Source: an optimization exercise on an open RTL-to-GDS flow (aim: small area). Production flows keep margins and buffers that such runs may drop. The RTL was checked by simulation tests, not by an equivalence proof against the original design. No activity file was given, so power comes from the tool's default toggle rates.

**constraint.sdc**
```tcl
create_clock -name core_clock -period 10.0 [get_ports {clk_i}]
set_input_delay 2.0000 -clock core_clock [delete_from_list [all_inputs] [get_ports {clk_i}]]
set_output_delay 2.0000 -clock core_clock [all_outputs]
set_load 0.01 [all_outputs]
```
**run.sh**
```bash
#!/bin/bash
# synth_recipe.tcl (not shown) runs the flow's synth.tcl, then flattens the netlist and writes it again
# the make line also repeats each setting of config.mk as NAME=value (left out here)
make -C /OpenROAD-flow-scripts/flow DESIGN_CONFIG=/design/flow/config.mk WORK_HOME=/design/flow/orfs CLKGATE_MAP_FILE= SYNTH_SCRIPT=/design/flow/synth_recipe.tcl finish
```
**config.mk**
```make
export PLATFORM = sky130hd
export DESIGN_NAME = Top_module
export DESIGN_NICKNAME = Top_module
export VERILOG_FILES = /design/flow/design.v
export SDC_FILE = /design/flow/constraint.sdc
export NUM_CORES = 4
export LEC_CHECK = 0
export CAP_MARGIN = 20
export CORE_MARGIN = 2
export CORE_UTILIZATION = 40
export SLEW_MARGIN = 20
```
**design.v**
```verilog
`timescale 1ns / 1ps
module Seven_seg_decoder(
    input [3:0] input_digit,
    output reg [7:0] seg_set
    );
    always @(*)
    begin
        case(input_digit)
            0: seg_set = 8'b00000011; 
            1: seg_set = 8'b10011111;
            2: seg_set = 8'b00100101;
            3: seg_set = 8'b00001101;
            4: seg_set = 8'b10011001;
            5: seg_set = 8'b01001001;
            6: seg_set = 8'b11000001;
            7: seg_set = 8'b00011111;
            8: seg_set = 8'b00000001;
            9: seg_set = 8'b00011001;
            default: seg_set = 8'b11111111;
        endcase
    end
endmodule
`timescale 1ns / 1ps
module Debouncer(
    input clk_i,
    input rst_i,
    input button,
    output reg debounced_signal
    );
    integer counter;
    localparam integer bounce_time = 500;
    reg [2:0] state;
    always @(posedge clk_i or posedge rst_i)
    begin
        if(rst_i)
        begin
            counter = 0;
            state <= 0;
            debounced_signal <= 0;
        end
        else
        begin
            case(state)
                0: begin
                    counter = 0;
                    if(button)
                        state <= 1;
                    end
                1: begin 
                    debounced_signal <= 1;
                    if(counter == bounce_time)
                        state <= 2;
                        counter = counter + 1;
                    end
                2: begin
                    counter = 0;
                    if(!button)
                        state <= 3;
                    end    
                3: begin
                    debounced_signal <= 0;
                    if(counter == bounce_time)
                        state <= 4;
                        counter = counter + 1;
                    end
                4: state <= 0;
            endcase
        end
    end
endmodule
`timescale 1ns / 1ps
module Main_clock(
    input clk_i,
    input rst_i,
    input set_hour,
    input set_min,
    input set_test,
    output reg [3:0] hr_left,
    output reg [3:0] hr_right,
    output reg [3:0] min_left,
    output reg [3:0] min_right
    );
    integer counter;
    integer test;
    reg [5:0] seconds;
    reg set_test_state;
    reg new_test_state;
    reg set_hour_state;
    reg new_set_hour_state;
    reg set_min_state;
    reg new_set_min_state;
    reg set_test_d;
    reg set_hour_d;
    reg set_min_d;
    localparam integer TICK_SLOW = 20000;
    localparam integer TICK_FAST = 20;
    always @(posedge clk_i or posedge rst_i)
    begin
        if(rst_i)
        begin
            counter = 1'b0;
            set_test_d <= 1'b0;
            set_hour_d <= 1'b0;
            set_min_d <= 1'b0;
            set_test_state <= 1'b0;
            set_hour_state <= 1'b0;
            set_min_state <= 1'b0;
            test <= TICK_SLOW;
            seconds <= 5'b00000;
            new_test_state <= 1'b0;
            new_set_hour_state <= 1'b0;
            new_set_min_state <= 1'b0;
            hr_left <= 4'b0000;
            hr_right <= 4'b0000;
            min_left <= 4'b0000;
            min_right <= 4'b0000;
        end
        else
        begin
            set_test_d <= set_test;
            set_hour_d <= set_hour;
            set_min_d <= set_min;
            if(set_test && !set_test_d)
                set_test_state <= ~set_test_state;
            if(set_hour && !set_hour_d)
                set_hour_state <= ~set_hour_state;
            if(set_min && !set_min_d)
                set_min_state <= ~set_min_state;
            if(new_test_state != set_test_state)
            begin
                counter = 0;
                new_test_state <= set_test_state;
                if(set_test_state == 1)
                test <= TICK_FAST;
                else if (set_test_state == 0)
                test <= TICK_SLOW;
            end
            else if(new_set_hour_state != set_hour_state)
            begin
                new_set_hour_state <= set_hour_state;
                hr_right <= hr_right + 1;
            end
            else if(new_set_min_state != set_min_state)
            begin
                new_set_min_state <= set_min_state;
                min_right <= min_right + 1;
            end
            if(counter ==  test)
            begin
                counter = 0;
                seconds <= seconds + 1;
            end
            if (seconds == 60)
            begin
                seconds <= 0;
                min_right <= min_right + 1;
            end
            else if (min_right == 10)
            begin
                min_right <= 0;
                min_left <= min_left + 1;
            end
            else if (min_left == 6)
            begin
                min_left <= 0;
                hr_right <= hr_right + 1;
            end
            else if(hr_right == 10)
            begin
                hr_right <= 0;
                hr_left <= hr_left + 1;
            end
            else if(hr_left == 2 && hr_right == 4)
            begin
                hr_right <= 0;
                hr_left <= 0;
            end
            counter = counter + 1;
        end
    end 
endmodule
`timescale 1ns / 1ps
module Display_driver(
    input clk_i,
    input rst_i,
    input [3:0] hr_left,
    input [3:0] hr_right,
    input [3:0] min_left,
    input [3:0] min_right,
    output reg [7:0] led7_an_o,
    output reg [7:0] led7_seg_o    
    );
    localparam LEFT = 2'b00;
    localparam MID_LEFT = 2'b01;
    localparam MID_RIGHT = 2'b10;
    localparam RIGHT = 2'b11;
    localparam integer REFRESH = 50;
    localparam integer BLINK = 20000;
    wire [7:0] seg1, seg2, seg3, seg4;
    reg [1:0] state;
    reg blink;
    integer counter;
    integer counter2;
    always @(posedge clk_i or posedge rst_i)
    begin
        if(rst_i)
        begin
            counter = 1'b0;
            counter2 = 1'b0;
            state <= LEFT;
            blink <= 1'b0;
            led7_seg_o <= 8'b00000000;
            led7_an_o <= 8'b11110000;
        end
        else
        begin
            if(counter == REFRESH)
            begin
                case (state)
                    LEFT: begin
                            led7_seg_o <= seg1;
                            led7_an_o <= 8'b11110111;
                            state <= MID_LEFT;
                        end
                    MID_LEFT: begin
                            led7_seg_o[7:1] <= seg2[7:1];
                            led7_seg_o[0] <= blink;
                            led7_an_o <= 8'b11111011;
                            state <= MID_RIGHT;
                        end
                    MID_RIGHT: begin
                            led7_seg_o <= seg3;
                            led7_an_o <= 8'b11111101;
                            state <= RIGHT;
                        end
                    RIGHT: begin
                            led7_seg_o <= seg4;
                            led7_an_o <= 8'b11111110;
                            state <= LEFT;
                        end
                endcase
                counter = 0;
            end
            if(counter2 == BLINK)
            begin
                blink <= ~blink;
                counter2 = 0;
            end
            counter = counter + 1;
            counter2 = counter2  + 1;
        end
    end 
    Seven_seg_decoder Display1(hr_left, seg1);
    Seven_seg_decoder Display2(hr_right, seg2);
    Seven_seg_decoder Display3(min_left, seg3);
    Seven_seg_decoder Display4(min_right, seg4);
endmodule
`timescale 1ns / 1ps
module Top_module(
    input clk_i,
    input rst_i,
    input button_hr_i,
    input button_min_i,
    input button_test_i,
    output [7:0] led7_an_o,
    output [7:0] led7_seg_o    
    );
    wire [3:0] hr_left;
    wire [3:0] hr_right;
    wire [3:0] min_left;
    wire [3:0] min_right;
    wire set_hour, set_min, set_test;
    Debouncer hr_up(.clk_i(clk_i), .rst_i(rst_i), .button(button_hr_i), .debounced_signal(set_hour));
    Debouncer min_up(.clk_i(clk_i), .rst_i(rst_i), .button(button_min_i), .debounced_signal(set_min));
    Debouncer testing(.clk_i(clk_i), .rst_i(rst_i), .button(button_test_i), .debounced_signal(set_test));
    Main_clock Clock(.clk_i(clk_i), .rst_i(rst_i), .set_hour(set_hour), .set_min(set_min), .set_test(set_test), .hr_left(hr_left), .hr_right(hr_right), .min_left(min_left), .min_right(min_right));
    Display_driver Display(.clk_i(clk_i), .rst_i(rst_i), .hr_left(hr_left), .hr_right(hr_right), .min_left(min_left), .min_right(min_right), .led7_an_o(led7_an_o), .led7_seg_o(led7_seg_o));
endmodule
```
==> notes.md <==
-- flip-flops by register name, indices dropped and copies added (netlist names), 2 cells and up --
signal	cells
min_up.state	3
hr_up.state	3
Display.counter	32
Clock.hr_right	4
Display.state	2
Clock.min_right	4
Clock.test	2
testing.state	3
Clock.hr_left	4
Display.led7_an_o	4
testing.counter	32
min_up.counter	32
Clock.seconds	6
Display.counter2	32
Clock.counter	32
Display.led7_seg_o	8
hr_up.counter	32
Clock.min_left	4
-- synth_stat cells (all sizes together) (4+ instances only) --
| master | instances |
|---|---|
| inv | 51 |
| or3 | 23 |
| nor2 | 146 |
| a21o | 8 |
| nor3 | 37 |
| and4 | 18 |
| buf | 9 |
| a22o | 10 |
| nor4 | 43 |
| o311ai | 4 |
| nand2 | 103 |
| clkbuf | 43 |
| nor3b | 7 |
| nand3 | 76 |
| nand3b | 8 |
| o21ai | 66 |
| o31ai | 6 |
| dfrtp | 250 |
| o211ai | 13 |
| o21a | 4 |
| xor2 | 69 |
| ha | 38 |
| nor4b | 14 |
| nor2b | 6 |
| and2 | 17 |
| nand4 | 55 |
| xnor2 | 96 |
| and3 | 27 |
| a21oi | 43 |
| a31oi | 5 |
| mux2i | 7 |
| or4 | 10 |
| nand2b | 20 |
| mux2 | 7 |
-- per-stage QoR --
stage	instance area (sq um)	hold WS (ps)
after global placement	13800	389
final	14700	400
after floorplan	13200	367
after global routing	14700	419
after detailed placement	13800	393
after CTS	14700	405
-- kinds of logic after synthesis --
group                    share of synthesized area (%)
AND/OR/NAND/NOR                                   24.9
flip-flops                                        47.5
AO/OA/AOI/OAI                                     8.72
XOR/XNOR                                          10.9
buffers and inverters                             3.19
adder cells (fa/ha/maj)                           3.67
multiplexers                                      1.13
other                                           0.0283
-- path summary, 6_finish.rpt --
kind                                         start              endpoint  depth (start not counted)
hold / removal             min_up.debounced_signal       Clock.set_min_d                          0
min in group asynchronous                    rst_i    min_up.counter[16]                          2
hold reg to reg            min_up.debounced_signal       Clock.set_min_d                          0
max in group asynchronous                    rst_i  Display.counter2[19]                          3
setup / recovery               Display.counter[12]   Display.counter[18]                         10
setup reg to reg               Display.counter[12]   Display.counter[18]                         10
-- power groups by stage --
stage / Combinational, mW / Sequential, mW / Clock [mW]
after floorplan: 0.382 / 1.20 / 0
after global placement: 0.449 / 1.24 / 0
after detailed placement: 0.460 / 1.24 / 0
after CTS: 0.460 / 1.22 / 1.09
after global routing: 0.528 / 1.24 / 1.12
final: 0.458 / 1.22 / 1.05
-- routing by layer --
layer,vias to the layer above,share of wire [%],GRT usage [%],wire [microns]
met5,-,0,0,0
met4,0,2.4,4.41,629
met3,48,3.0,2.25,782
met2,126,45,24.8,11800
met1,4752,49,21.6,12900
li1,4886,-,-,-
-- layout make-up --
type	count	area share, %
Multi-Input combinational cell	1029	44.4
Sequential cell	251	42.6
Clock buffer	38	5.34
Tap cell	442	3.75
Timing Repair Buffer	24	1.49
Inverter	51	1.35
Clock inverter	10	1.06
-- critical path: stages (launching register included) --
cell,delay (ps)
dfrtp_1,450
or4_1,530
or4_4,500
nor3_4,810
nor2b_1,110
ha_1,250
nand3_1,110
nor2_1,120
and2_1,240
nand4_1,120
xnor2_1,120
==> flow_summary.yaml <==
synthesis:
  synth_area_sq_um: 13200
  syn_inst: 1380
  synth_top_cell_by_area: "dfrtp_1"
  synth_warnings: 4
  synth_area_per_cell_sq_um: 9.59
  async_flop_share_pct: 100
  ys_types: 68
  synth_edf_count: 0
  synth-seq-area-share_pct: 47.5
  ys_ff_latch: 251
  yosys.area.top_type_share_pct: 47.3
  synth_ff_type: "dfrtp_1"
  synthTopCellsByArea: "dfrtp_1 (47%), xnor2_1 (6.4%), xor2_1 (4.6%)"
global_route:
  grt_pass1_wl_microns: 45000
  grt_pass1_vias: 9450
  grtUsageTotal_pct: 15.4
  grt_overflow: 0
  grt_max_degree: 106
  antenna_found_initial: 0
clock_tree:
  root_buffer: "clkbuf_16"
  postCtsResizedCells: 0
  clock-sinks: 251
  cts_setup_buffers: 0
  cts_made_buffers: 27
  cts_max_path_buffers: 3
  clk_latency_ps: 540
  cts.reportedPaths.clkPinSlew_ps: 60
  cts_tree: "built"
  cts.htree.levels: 1
  cts_hold_buf: 0
pwr:
  leakage_nw: 6.39
  p_int_mw: 1.95
  report.power.total_mw: 2.74
  p_sw_share_pct: 28.9
  power_density_nw_per_um2: 186
  clkPwrFrac_pct: 38.5
  ir_worst_vdd_mv: 0.117
  power.switching_uw: 791
  p_seq_share_pct: 44.7
  comb_power_share_pct: 16.7
sta:
  layout_setup_ws_ps: 6540
  finalCritPeriodShare_pct: 34.6
  slew_headroom_pct: 29.3
  max_freq_ghz: 0.289
  finalHoldViolCount: 0
  drv_slew: 0
  period_minus_slack_ps: 3460
  tns_ps: 0
  tightestPinTransition_ps: 1060
  grt_setup_unrepaired: "false"
  fin_skew_ps: 15.1
  setup_viol: 0
final_layout:
  num-nets-final: 1427
  multi_input_area_sq_um: 6550
  finish.utilization_pct: 45.3
  final_layout_size_suffix_gt1_share_pct: 5.20
  final_common_cell: "dfrtp_1"
  area_growth_pct: 11.4
  n_fill_cell: 3187
  ff_latch_area_sq_um: 6280
  antenna_cells: 0
  fin_cells: 1845
  final_cell_mix: "dfrtp_1 (250), nor2_1 (146), nand2_1 (103)"
critical_path:
  cp-end-kind: "flop"
  required_ps: 10460
  worst-endpoint-arrival_ps: 3920
  r2r_slack_ps: 6540
  crit_path_max_fanout: 28
  crit_path_start_kind: "flop"
  path_class: "reg2reg"
route:
  dr.pass1.iters: 6
  drt-wirelength-per-cell_microns: 14.2
  drc: 0
  wl_microns: 26100
  drtIter0Drc: 533
  ant_nets: 0
  drt-vias-per-instance: 5.32
  routed-via-count: 9812
floorplan:
  die_h_microns: 186
  initial_core_util_pct: 40.7
  die-area_sq_um: 34600
  pin_count: 21
  core-area_sq_um: 32500
  num_rows: 66
  fp.dieW_microns: 186
placement:
  place_ws_ps: 5860
  dp_hpwl_microns: 17500
  numPortBuffers: 16
  dp.cells: 1797
  place_congestion: 0.809
run:
  drv_cap: 0
run_status:
  status: "no timing/DRC/antenna violations"
min_path:
  min-delay-path-class: "reg2reg"

==> separate check: timing with driven ports <==
How much do the figures lean on ideal ports? The routed layout below was timed once more, with nothing changed but the port constraints.
Step 1, drivers: a clkbuf_16 drives clk_i and a buf_2 each remaining input, both assumed.
Step 2 adds t to the input delays and takes it off the output delays; t is the mean of the earliest and latest rising clock arrival at the registers after step 1. Input paths then give back, and output paths get back, about the clock's delay inside the block.
a / b / c = no drivers / after step 1 / after step 2; a / b = the first two.
shift t [ns]: 0.583
slack for setup (ns): 6.540 / 6.533 / 6.016
worst hold slack (ns): 0.400 / 0.400 / 0.400
After both steps this run still meets setup and hold. The setup slack of this run moves by -0.007 ns with the drivers and by -0.524 ns with both steps. The worst setup slack also covers recovery checks on asynchronous resets.
